This is an optimization exercise on Yosys and OpenROAD, whose aim is small area, not a production implementation.
Where RTL was checked, it was by simulation tests only, not by an equivalence proof against the original.
Power and IR drop assume default switching activity.

// top_mem_ctrl
module top_mem_ctrl
  (
    input wire HCLK,
    input wire HRESETn,
    input wire [31:0] HADDR,
    input wire [2:0] HBURST,
    input wire [3:0] HPROT,
    input wire [2:0] HSIZE,
    input wire [1:0] HTRANS,
    input wire [31:0] HWDATA,
    input wire HWRITE,
    input wire HREADYIN,
    input wire HSEL,
    output wire [31:0] HRDATA,
    output wire HRESP,
    output wire HREADYOUT,
    input wire [31:0] MEM_RDATA,
    output wire [31:0] MEM_WDATA,
    output wire [11:0] MEM_ADDR,
    output wire [1:0] MEM_BA,
    output wire MEM_CKE,
    output wire MEM_CSn,
    output wire MEM_RASn,
    output wire MEM_CASn,
    output wire MEM_WEn,
    output wire [3:0] MEM_DQM
  );
  localparam [3:0]
    S_IW0   = 4'd0,    
    S_IW1   = 4'd2,    
    S_IW2   = 4'd1,    
    S_PCR   = 4'd3,    
    S_IW4   = 4'd4,    
    S_IAR2  = 4'd5,    
    S_IW5   = 4'd6,    
    S_MODE  = 4'd7,    
    S_IDLE  = 4'd14,   
    S_RF    = 4'd9,    
    S_CHECK = 4'd10,   
    S_RELAY = 4'd8,    
    S_PREP  = 4'd12,   
    S_BURST = 4'd13,   
    S_RPRE  = 4'd11,   
    S_W     = 4'd15;   
  reg [3:0]   state;
  reg [3:0]   next_state;
  reg [11:0]  cnt;           
  reg         busyn;         
  reg         next_busyn;
  reg         valid;         
  reg [11:0]  line_a;        
  reg [255:0] line_d;        
  ...
Size in the first run: roughly 710 cells after synthesis, roughly 200 I/O pins.
==> module top_mem_ctrl, before the edit <==
module top_mem_ctrl
  (
    input wire HCLK,
    input wire HRESETn,
    input wire [31:0] HADDR,
    input wire [2:0] HBURST,
    input wire [3:0] HPROT,
    input wire [2:0] HSIZE,
    input wire [1:0] HTRANS,
    input wire [31:0] HWDATA,
    input wire HWRITE,
    input wire HREADYIN,
    input wire HSEL,
    output wire [31:0] HRDATA,
    output wire HRESP,
    output wire HREADYOUT,
    input wire [31:0] MEM_RDATA,
    output wire [31:0] MEM_WDATA,
    output wire [11:0] MEM_ADDR,
    output wire [1:0] MEM_BA,
    output wire MEM_CKE,
    output wire MEM_CSn,
    output wire MEM_RASn,
    output wire MEM_CASn,
    output wire MEM_WEn,
    output wire [3:0] MEM_DQM
  );
  localparam [3:0]
    S_IW0   = 4'd0,    
    S_IW1   = 4'd2,    
    S_IW2   = 4'd1,    
    S_PCR   = 4'd3,    
    S_IW4   = 4'd4,    
    S_IAR2  = 4'd5,    
    S_IW5   = 4'd6,    
    S_MODE  = 4'd7,    
    S_IDLE  = 4'd14,   
    S_RF    = 4'd9,    
    S_CHECK = 4'd10,   
    S_RELAY = 4'd8,    
    S_PREP  = 4'd12,   
    S_BURST = 4'd13,   
    S_RPRE  = 4'd11,   
    S_W     = 4'd15;   
  reg [3:0]   state;
  reg [3:0]   next_state;
  reg [11:0]  cnt;           
  reg         busyn;         
  reg         next_busyn;
  reg         valid;         
  reg [11:0]  line_a;        
  reg [255:0] line_d;        
  reg [2:0]   ptr;           
  wire enable = HSEL & HREADYIN;
  wire [3:0] diff_b = {1'b0, HADDR[2:0]} - {1'b0, line_a[2:0]};
  wire [2:0] diff = diff_b[2:0];
  wire       b = diff_b[3];
  wire [8:0] hx = HADDR[11:3];
  wire [8:0] hy = ~line_a[11:3];
  wire [9:0] hc = {hx | hy, ~b};
  wire hit = (&((hx ^ hy) ~^ hc[8:0])) & hc[9];
  wire lfsr_fb = ~(cnt[11] ^ cnt[10] ^ cnt[7] ^ cnt[5]);
  wire ro_3    = cnt[2];                                                    
  wire ro_750  = cnt[0] & ~cnt[1] & ~cnt[3] & cnt[5] & ~cnt[8] & cnt[9] & ~cnt[10];   
  wire ro_init = ~cnt[0] & ~cnt[2] & ~cnt[4] & ~cnt[5] & cnt[6] & ~cnt[7] & ~cnt[8]
               & cnt[9] & cnt[10];                                        
  wire step0   = ~cnt[0];                  
  wire step1   = cnt[0] & ~cnt[1];         
  wire first_beat = (state == S_BURST) && (ptr == 3'd0);    
  reg step;
  reg ras, cas, we, cke, addr_sel, mode;
  always @* begin
    next_state = state;
    next_busyn = 1'b0;
    step = 1'b0;
    ras = 1'b1; cas = 1'b1; we = 1'b1; cke = 1'b1;
    addr_sel = 1'b0; mode = 1'b0;
    case (state)
      S_IW0:   begin cke = 1'b0; step = 1'b1;
                     if (ro_init) next_state = S_IW1; end
      S_IW1:   next_state = S_IW2;
      S_IW2:   begin step = ~ro_init;
                     if (ro_init) next_state = S_PCR; end
      S_PCR:   begin
                 step = ~cnt[1];
                 if (step0) begin ras = 1'b0; we = 1'b0; end             
                 if (cnt[1]) begin ras = 1'b0; cas = 1'b0;               
                                   next_state = S_IW4; end
               end
      S_IW4:   begin step = 1'b1;
                     if (ro_3) next_state = S_IAR2; end
      S_IAR2:  begin ras = 1'b0; cas = 1'b0; next_state = S_IW5; end
      S_IW5:   begin step = ~ro_3;
                     if (ro_3) next_state = S_MODE; end
      S_MODE:  begin
                 step = ~cnt[1];
                 if (step0) begin ras = 1'b0; cas = 1'b0; we = 1'b0;     
                                  mode = 1'b1; end
                 if (cnt[1]) next_state = S_IDLE;                        
               end
      S_IDLE: begin
        if (ro_750) begin
          ras = 1'b0; cas = 1'b0;
          next_state = S_RF;
        end else if (enable) begin
          next_state = HWRITE ? S_W : S_CHECK;
        end else begin
          next_busyn = 1'b1;
          step = 1'b1;
        end
      end
      S_RF:    begin
                 step = ~cnt[3];
                 if (step0) begin ras = 1'b0; we = 1'b0; end             
                 if (step1) begin ras = 1'b0; cas = 1'b0; end            
                 if (cnt[3]) next_state = S_IDLE;                        
               end
      S_CHECK: begin next_busyn = hit;
                     next_state = hit ? S_RELAY : S_PREP; end
      S_RELAY: begin next_busyn = 1'b1; next_state = S_IDLE; end
      S_PREP:  begin
                 step = step0; addr_sel = 1'b1;
                 if (step0) ras = 1'b0;                                  
                 else begin cas = 1'b0; next_state = S_BURST; end       
               end
      S_BURST: begin addr_sel = (ptr == 3'd0); we = (ptr != 3'd1);
                     if (ptr == 3'd1) next_state = S_RPRE; end
      S_RPRE:  begin ras = 1'b0; we = 1'b0; next_busyn = 1'b1;
                     next_state = S_RELAY; end
      S_W:     begin
                 step = ~cnt[2];
                 addr_sel = ~cnt[1];                                     
                 we = step0;                                             
                 cas = ~step1;                                           
                 ras = ~(step0 | cnt[2]);                                
                 next_busyn = cnt[1];                                    
                 if (cnt[2]) next_state = S_IDLE;                        
               end
      default: ;
    endcase
  end
  always @(posedge HCLK or negedge HRESETn) begin
    if (!HRESETn) begin
      state <= S_IW0;
      busyn <= 1'b0;
      cnt   <= 12'd0;
      valid <= 1'b0;
      line_a <= 12'd0;
    end else begin
      state <= next_state;
      busyn <= next_busyn;
      cnt   <= step ? {cnt[10:0], lfsr_fb} : 12'd0;
      if (first_beat) begin
        valid  <= 1'b1;
        line_a <= HADDR[11:0];
      end
    end
  end
  reg fill_q, keep_q;
  wire fill_next = (next_state == S_BURST);
  always @(posedge HCLK) begin
    fill_q <= fill_next;
    keep_q <= ~fill_next;
  end
  wire [31:0] word7_in = ({32{fill_q}} & MEM_RDATA) | ({32{keep_q}} & line_d[31:0]);
  always @(posedge HCLK)
    line_d <= {word7_in, line_d[255:32]};
  always @(posedge HCLK)
    ptr <= (state == S_PREP && !step0) ? 3'd0 : ptr - 3'd1;
  reg [2:0] pos_q;
  wire [2:0] rel_off = (state == S_CHECK) ? diff[2:0] : 3'd0;
  always @(posedge HCLK)
    pos_q <= ptr - 3'd1 + rel_off;
  wire relay_q = (state == S_RELAY) & valid;
  wire [7:0] sel_q = {8{relay_q}} & (8'd1 << pos_q);
  reg [31:0] rdata;
  integer k;
  always @* begin
    rdata = 32'd0;
    for (k = 0; k < 8; k = k + 1)
      rdata = rdata | ({32{sel_q[k]}} & line_d[k*32 +: 32]);
  end
  assign HRDATA    = rdata;
  assign HRESP     = 1'b0;
  assign HREADYOUT = busyn;
  assign MEM_WDATA = HWDATA;
  assign MEM_BA    = HADDR[13:12];
  assign MEM_ADDR  = mode ? 12'h213 : (addr_sel ? HADDR[11:0] : 12'd0);
  assign MEM_CKE   = cke;
  assign MEM_CSn   = 1'b0;
  assign MEM_RASn  = ras;
  assign MEM_CASn  = cas;
  assign MEM_WEn   = we;
  assign MEM_DQM   = 4'b1111;
endmodule
==> flow/config.mk <==
export PLATFORM = sky130hd
export DESIGN_NAME = top_mem_ctrl
export DESIGN_NICKNAME = top_mem_ctrl
export VERILOG_FILES = /design/flow/design.v
export SDC_FILE = /design/flow/constraint.sdc
export NUM_CORES = 4
export LEC_CHECK = 0
export CAP_MARGIN = 20
export CORE_MARGIN = 2
export CORE_UTILIZATION = 65
export CTS_BUF_LIST = sky130_fd_sc_hd__clkbuf_8
export CTS_CLUSTER_DIAMETER = 60
export CTS_CLUSTER_SIZE = 20
export SLEW_MARGIN = 20
==> flow/constraint.sdc <==
create_clock -name core_clock -period 10.0 [get_ports {HCLK}]
set_input_delay 2.0000 -clock core_clock [delete_from_list [all_inputs] [get_ports {HCLK}]]
set_output_delay 2.0000 -clock core_clock [all_outputs]
set_load 0.01 [all_outputs]
standard.sh (not shown) runs the stock make flow with config.mk's settings and CLKGATE_MAP_FILE= SYNTH_SCRIPT=/design/flow/synth_recipe.tcl, a recipe that flattens the netlist after the stock synthesis.
==> flow/flow/run.sh <==
#!/bin/bash
# Standard ORFS layout (the standard.sh) with these changes:
#  - synthesis maps logic with an area-oriented ABC script (flow/abc_area.script)
#    instead of ORFS's speed script, and leaves adders to ABC instead of
#    mapping them to half/full adder cells first (ADDER_MAP_FILE empty);
#    everything else in synthesis, including flip-flop mapping, is the
#    standard synthesis script, run unchanged
#  - ports are buffered with the smallest buffer (buf_1); every port still
#    gets its buffer
#  - clock tree synthesis uses clkbuf_8 and inserts no dummy loads
#  - the constant outputs keep synthesis's two tie cells (one tie-high and
#    one tie-low) instead of getting one tie cell each
# Each tool's log stays in orfs/logs; make's own output goes to
# standard_flow.log in the work folder.
set -euo pipefail
W=$(pwd)
orig=$(grep -o 'SYNTH_SCRIPT=[^ ]*' standard.sh | head -1 | cut -d= -f2)
cat > "$W/my_synth.tcl" <<EOT
proc abc {args} {
  set i [lsearch -exact \$args -script]
  if {\$i >= 0} { set args [lreplace \$args \$i [expr {\$i+1}] -script $W/flow/abc_area.script] }
  yosys abc {*}\$args
}
source $orig
EOT
sed "s#SYNTH_SCRIPT=[^ ]*#SYNTH_SCRIPT=$W/my_synth.tcl ADDER_MAP_FILE=#" standard.sh > my_standard.sh
export SKIP_REPAIR_TIE_FANOUT=1
export BUFFER_PORTS_ARGS="-buffer_cell sky130_fd_sc_hd__buf_1"
export CTS_ARGS="-sink_clustering_enable -repair_clock_nets -dont_use_dummy_load -sink_clustering_size 20 -sink_clustering_max_diameter 60 -buf_list sky130_fd_sc_hd__clkbuf_8"
bash my_standard.sh finish > standard_flow.log 2>&1
==> flow/flow/abc_area.script <==
strash
dch -f
amap
&get -n
&st
&dch -f
&nf -R 1000
&put
&get -n
&st
&dch -f
&nf -R 1000
&put
topo
stime -c
Next try:
--- a/flow/design.v
+++ b/flow/design.v
@@ -66,7 +66,6 @@
                & cnt[9] & cnt[10];                                        
   wire step0   = ~cnt[0];                  
   wire step1   = cnt[0] & ~cnt[1];         
-  wire first_beat = (state == S_BURST) && (ptr == 3'd0);    
   reg step;
   reg ras, cas, we, cke, addr_sel, mode;
   always @* begin
@@ -123,7 +122,7 @@
                  if (step0) ras = 1'b0;                                  
                  else begin cas = 1'b0; next_state = S_BURST; end       
                end
-      S_BURST: begin addr_sel = (ptr == 3'd0); we = (ptr != 3'd1);
+      S_BURST: begin addr_sel = la_load; we = (ptr != 3'd1);
                      if (ptr == 3'd1) next_state = S_RPRE; end
       S_RPRE:  begin ras = 1'b0; we = 1'b0; next_busyn = 1'b1;
                      next_state = S_RELAY; end
@@ -144,17 +143,21 @@
       state <= S_IW0;
       busyn <= 1'b0;
       cnt   <= 12'd0;
-      valid <= 1'b0;
-      line_a <= 12'd0;
     end else begin
       state <= next_state;
       busyn <= next_busyn;
       cnt   <= step ? {cnt[10:0], lfsr_fb} : 12'd0;
-      if (first_beat) begin
-        valid  <= 1'b1;
-        line_a <= HADDR[11:0];
-      end
     end
+  end
+  reg la_load, la_keep;
+  wire la_load_next = (state == S_PREP) && !step0;
+  always @(posedge HCLK) begin
+    la_load <= la_load_next;
+    la_keep <= !la_load_next && (next_state != S_IW0);
+  end
+  always @(posedge HCLK) begin
+    valid  <= la_load | (la_keep & valid);
+    line_a <= ({12{la_load}} & HADDR[11:0]) | ({12{la_keep}} & line_a);
   end
   reg fill_q, keep_q;
   wire fill_next = (next_state == S_BURST);
Register-to-register slack degrades by 0.19 ns; clock skew climbs by 0.017 ns; worst hold slack got worse by 0.022 ns; setup slack degrades by 0.041 ns; routed wire length goes down by 1.9%; non-clock buffer count drops by 1; clock power shrinks by about 1%; design area goes down by 0.58%; total power rises by 9.7%; count of clock-buffer cells in the layout is unchanged.


== v6 ==
Another version of the RTL of top_mem_ctrl (not shown whole).
Size: ~730 cells after synthesis, ~290 flip-flops, about 200 I/O pins, ~9000 um^2 of cells after synthesis.
==> module top_mem_ctrl, before the edit <==
module top_mem_ctrl
  (
    input wire HCLK,
    input wire HRESETn,
    input wire [31:0] HADDR,
    input wire [2:0] HBURST,
    input wire [3:0] HPROT,
    input wire [2:0] HSIZE,
    input wire [1:0] HTRANS,
    input wire [31:0] HWDATA,
    input wire HWRITE,
    input wire HREADYIN,
    input wire HSEL,
    output wire [31:0] HRDATA,
    output wire HRESP,
    output wire HREADYOUT,
    input wire [31:0] MEM_RDATA,
    output wire [31:0] MEM_WDATA,
    output wire [11:0] MEM_ADDR,
    output wire [1:0] MEM_BA,
    output wire MEM_CKE,
    output wire MEM_CSn,
    output wire MEM_RASn,
    output wire MEM_CASn,
    output wire MEM_WEn,
    output wire [3:0] MEM_DQM
  );
  localparam [3:0]
    S_IW0   = 4'd0,    
    S_IW1   = 4'd1,    
    S_IW2   = 4'd2,    
    S_PCR   = 4'd3,    
    S_IW4   = 4'd4,    
    S_IAR2  = 4'd5,    
    S_IW5   = 4'd6,    
    S_MODE  = 4'd7,    
    S_IDLE  = 4'd8,    
    S_RF    = 4'd9,    
    S_CHECK = 4'd10,   
    S_RELAY = 4'd11,   
    S_PREP  = 4'd12,   
    S_BURST = 4'd13,   
    S_RPRE  = 4'd14,   
    S_W     = 4'd15;   
  reg [3:0]   state;
  reg [3:0]   next_state;
  reg [11:0]  cnt;           
  reg         busyn;         
  reg         next_busyn;
  reg         valid;         
  reg [11:0]  line_a;        
  reg [255:0] line_d;        
  reg [2:0]   ptr;           
  wire enable = HSEL & HREADYIN;
  wire [3:0] diff_b = {1'b0, HADDR[2:0]} - {1'b0, line_a[2:0]};
  wire [2:0] diff = diff_b[2:0];
  wire       b = diff_b[3];
  wire [8:0] hx = HADDR[11:3];
  wire [8:0] hy = ~line_a[11:3];
  wire [9:0] hc = {hx | hy, ~b};
  wire hit = (&((hx ^ hy) ~^ hc[8:0])) & hc[9];
  wire lfsr_fb = ~(cnt[11] ^ cnt[10] ^ cnt[7] ^ cnt[5]);
  wire ro_3    = cnt[2];                                                    
  wire ro_750  = cnt[0] & ~cnt[1] & ~cnt[3] & cnt[5] & ~cnt[8] & cnt[9] & ~cnt[10];   
  wire ro_init = ~cnt[0] & ~cnt[2] & ~cnt[4] & ~cnt[5] & cnt[6] & ~cnt[7] & ~cnt[8]
               & cnt[9] & cnt[10];                                        
  wire step0   = ~cnt[0];                  
  wire step1   = cnt[0] & ~cnt[1];         
  wire first_beat = (state == S_BURST) && (ptr == 3'd0);    
  reg step;
  reg ras, cas, we, cke, addr_sel, mode;
  always @* begin
    next_state = state;
    next_busyn = 1'b0;
    step = 1'b0;
    ras = 1'b1; cas = 1'b1; we = 1'b1; cke = 1'b1;
    addr_sel = 1'b0; mode = 1'b0;
    case (state)
      S_IW0:   begin cke = 1'b0; step = 1'b1;
                     if (ro_init) next_state = S_IW1; end
      S_IW1:   next_state = S_IW2;
      S_IW2:   begin step = ~ro_init;
                     if (ro_init) next_state = S_PCR; end
      S_PCR:   begin
                 step = ~cnt[1];
                 if (step0) begin ras = 1'b0; we = 1'b0; end             
                 if (cnt[1]) begin ras = 1'b0; cas = 1'b0;               
                                   next_state = S_IW4; end
               end
      S_IW4:   begin step = 1'b1;
                     if (ro_3) next_state = S_IAR2; end
      S_IAR2:  begin ras = 1'b0; cas = 1'b0; next_state = S_IW5; end
      S_IW5:   begin step = ~ro_3;
                     if (ro_3) next_state = S_MODE; end
      S_MODE:  begin
                 step = ~cnt[1];
                 if (step0) begin ras = 1'b0; cas = 1'b0; we = 1'b0;     
                                  mode = 1'b1; end
                 if (cnt[1]) next_state = S_IDLE;                        
               end
      S_IDLE: begin
        if (ro_750) begin
          ras = 1'b0; cas = 1'b0;
          next_state = S_RF;
        end else if (enable) begin
          next_state = HWRITE ? S_W : S_CHECK;
        end else begin
          next_busyn = 1'b1;
          step = 1'b1;
        end
      end
      S_RF:    begin
                 step = ~cnt[3];
                 if (step0) begin ras = 1'b0; we = 1'b0; end             
                 if (step1) begin ras = 1'b0; cas = 1'b0; end            
                 if (cnt[3]) next_state = S_IDLE;                        
               end
      S_CHECK: begin next_busyn = hit;
                     next_state = hit ? S_RELAY : S_PREP; end
      S_RELAY: begin next_busyn = 1'b1; next_state = S_IDLE; end
      S_PREP:  begin
                 step = step0; addr_sel = 1'b1;
                 if (step0) ras = 1'b0;                                  
                 else begin cas = 1'b0; next_state = S_BURST; end       
               end
      S_BURST: begin addr_sel = (ptr == 3'd0); we = (ptr != 3'd1);
                     if (ptr == 3'd1) next_state = S_RPRE; end
      S_RPRE:  begin ras = 1'b0; we = 1'b0; next_busyn = 1'b1;
                     next_state = S_RELAY; end
      S_W:     begin
                 step = ~cnt[2];
                 addr_sel = ~cnt[1];                                     
                 we = step0;                                             
                 cas = ~step1;                                           
                 ras = ~(step0 | cnt[2]);                                
                 next_busyn = cnt[1];                                    
                 if (cnt[2]) next_state = S_IDLE;                        
               end
      default: ;
    endcase
  end
  always @(posedge HCLK or negedge HRESETn) begin
    if (!HRESETn) begin
      state <= S_IW0;
      busyn <= 1'b0;
      cnt   <= 12'd0;
      valid <= 1'b0;
      line_a <= 12'd0;
    end else begin
      state <= next_state;
      busyn <= next_busyn;
      cnt   <= step ? {cnt[10:0], lfsr_fb} : 12'd0;
      if (first_beat) begin
        valid  <= 1'b1;
        line_a <= HADDR[11:0];
      end
    end
  end
  reg fill_q, keep_q;
  wire fill_next = (next_state == S_BURST);
  always @(posedge HCLK) begin
    fill_q <= fill_next;
    keep_q <= ~fill_next;
  end
  wire [31:0] word7_in = ({32{fill_q}} & MEM_RDATA) | ({32{keep_q}} & line_d[31:0]);
  always @(posedge HCLK)
    line_d <= {word7_in, line_d[255:32]};
  always @(posedge HCLK)
    ptr <= (state == S_PREP && !step0) ? 3'd0 : ptr - 3'd1;
  reg [2:0] pos_q;
  wire [2:0] rel_off = (state == S_CHECK) ? diff[2:0] : 3'd0;
  always @(posedge HCLK)
    pos_q <= ptr - 3'd1 + rel_off;
  wire relay_q = (state == S_RELAY) & valid;
  wire [7:0] sel_q = {8{relay_q}} & (8'd1 << pos_q);
  reg [31:0] rdata;
  integer k;
  always @* begin
    rdata = 32'd0;
    for (k = 0; k < 8; k = k + 1)
      rdata = rdata | ({32{sel_q[k]}} & line_d[k*32 +: 32]);
  end
  assign HRDATA    = rdata;
  assign HRESP     = 1'b0;
  assign HREADYOUT = busyn;
  assign MEM_WDATA = HWDATA;
  assign MEM_BA    = HADDR[13:12];
  assign MEM_ADDR  = mode ? 12'h213 : (addr_sel ? HADDR[11:0] : 12'd0);
  assign MEM_CKE   = cke;
  assign MEM_CSn   = 1'b0;
  assign MEM_RASn  = ras;
  assign MEM_CASn  = cas;
  assign MEM_WEn   = we;
  assign MEM_DQM   = 4'b1111;
endmodule
Settings: LEC_CHECK=0, CAP_MARGIN=20, CORE_MARGIN=2, CORE_UTILIZATION=65, CTS_BUF_LIST=sky130_fd_sc_hd__clkbuf_8, CTS_CLUSTER_DIAMETER=60, CTS_CLUSTER_SIZE=20, SLEW_MARGIN=20; clock period 10.0 ns.
==> flow/flow/run.sh <==
#!/bin/bash
# Standard ORFS layout (the standard.sh) with these changes:
#  - synthesis maps logic with an area-oriented ABC script (flow/abc_area.script)
#    instead of ORFS's speed script, and leaves adders to ABC instead of
#    mapping them to half/full adder cells first (ADDER_MAP_FILE empty);
#    everything else in synthesis, including flip-flop mapping, is the
#    standard synthesis script, run unchanged
#  - ports are buffered with the smallest buffer (buf_1); every port still
#    gets its buffer
#  - clock tree synthesis uses clkbuf_8 and inserts no dummy loads
# Each tool's log stays in orfs/logs; make's own output goes to
# standard_flow.log in the work folder.
set -euo pipefail
W=$(pwd)
orig=$(grep -o 'SYNTH_SCRIPT=[^ ]*' standard.sh | head -1 | cut -d= -f2)
cat > "$W/my_synth.tcl" <<EOT
proc abc {args} {
  set i [lsearch -exact \$args -script]
  if {\$i >= 0} { set args [lreplace \$args \$i [expr {\$i+1}] -script $W/flow/abc_area.script] }
  yosys abc {*}\$args
}
source $orig
EOT
sed "s#SYNTH_SCRIPT=[^ ]*#SYNTH_SCRIPT=$W/my_synth.tcl ADDER_MAP_FILE=#" standard.sh > my_standard.sh
export BUFFER_PORTS_ARGS="-buffer_cell sky130_fd_sc_hd__buf_1"
export CTS_ARGS="-sink_clustering_enable -repair_clock_nets -dont_use_dummy_load -sink_clustering_size 20 -sink_clustering_max_diameter 60 -buf_list sky130_fd_sc_hd__clkbuf_8"
bash my_standard.sh finish > standard_flow.log 2>&1
Scripts as last shown in full above: flow/flow/abc_area.script
Inputs modified between v6 and v7:
--- a/flow/design.v
+++ b/flow/design.v
@@ -26,22 +26,22 @@
     output wire [3:0] MEM_DQM
   );
   localparam [3:0]
     S_IW0   = 4'd0,    
-    S_IW1   = 4'd1,    
-    S_IW2   = 4'd2,    
+    S_IW1   = 4'd2,    
+    S_IW2   = 4'd1,    
     S_PCR   = 4'd3,    
     S_IW4   = 4'd4,    
     S_IAR2  = 4'd5,    
     S_IW5   = 4'd6,    
     S_MODE  = 4'd7,    
-    S_IDLE  = 4'd8,    
+    S_IDLE  = 4'd14,   
     S_RF    = 4'd9,    
     S_CHECK = 4'd10,   
-    S_RELAY = 4'd11,   
+    S_RELAY = 4'd8,    
     S_PREP  = 4'd12,   
     S_BURST = 4'd13,   
-    S_RPRE  = 4'd14,   
+    S_RPRE  = 4'd11,   
     S_W     = 4'd15;   
   reg [3:0]   state;
   reg [3:0]   next_state;
   reg [11:0]  cnt;           
### Flow results
- Every stage of the flow completed for v7, and the final layout passed the timing, design-rule and antenna checks.
- Comparing v7 and v6, the higher proportion of power drawn by combinational gates was measured on v6.
- As far as layout overhead on the synthesized area is concerned, v6 and v7 perform about the same.
- Between v7 and v6, it is v7 whose final clock period utilization by the worst path is higher, by 2.9 points.
- From v6 to v7 the numbers moved as follows: area after synthesis shrank by 0.36%; global-route wire length before repair went down by 0.60%.
- Data-path buffer share of cell area in the final layout: v7 vs v6 up 0.40 points
- v6 -> v7: total wire length decreased by a few percent
- Comparing v6 with v7, the proportion of cell area occupied by registers came out essentially unchanged.
- Between v7 and v6, it is v7 whose number of standard cells after synthesis is lower, by 2.1%.
- v7 ended with more average size of a mapped cell than v6.
- Row weighted congestion reported at the end of routability-driven placement: v7 higher / v6 lower
- Delta(power share of the clock group, v7 - v6) > 0
- state[2]$_DFF_PN0_ as the worst setup path startpoint was reported by v6, and state[3]$_DFF_PN0_ by v7.
- Row worst hold slack: v7 higher / v6 lower
Only the layout flow was run in v6; the RTL was not checked for function there.

[port drivers added, routing unchanged]
The results above use ideal ports. As a check the final layouts listed here were re-extracted and re-timed, cells and wires unchanged. Step 1 assumes that a clkbuf_16 drives the clock port and a buf_2 every other input. Step 2, shift: input delay + t, output delay - t, t = (earliest + latest rising clock arrival at the registers) / 2. This alone moves slack from input paths to output paths. Three values: no drivers, after step 1, after step 2; two values: the first two.
| run | t, ns | setup WS [ns] | worst setup path after step 2 | latest minus earliest clock arrival (ns) | worst data-port slew with drivers (ns) |
|---|---|---|---|---|---|
| the first run of note 1 | 0.528 | 4.189 / 4.158 / 4.686 | register to output | 0.050 / 0.050 | 0.08 |
| the second run of note 1 | 0.514 | 4.148 / 4.121 / 4.635 | register to output | 0.076 / 0.076 | 0.09 |
| v6 | 0.534 | 4.532 / 4.496 / 5.031 | register to output | 0.044 / 0.045 | 0.08 |
| v7 | 0.522 | 4.241 / 4.207 / 4.730 | register to output | 0.057 / 0.057 | 0.08 |
After both steps setup and hold are still met in every run listed.
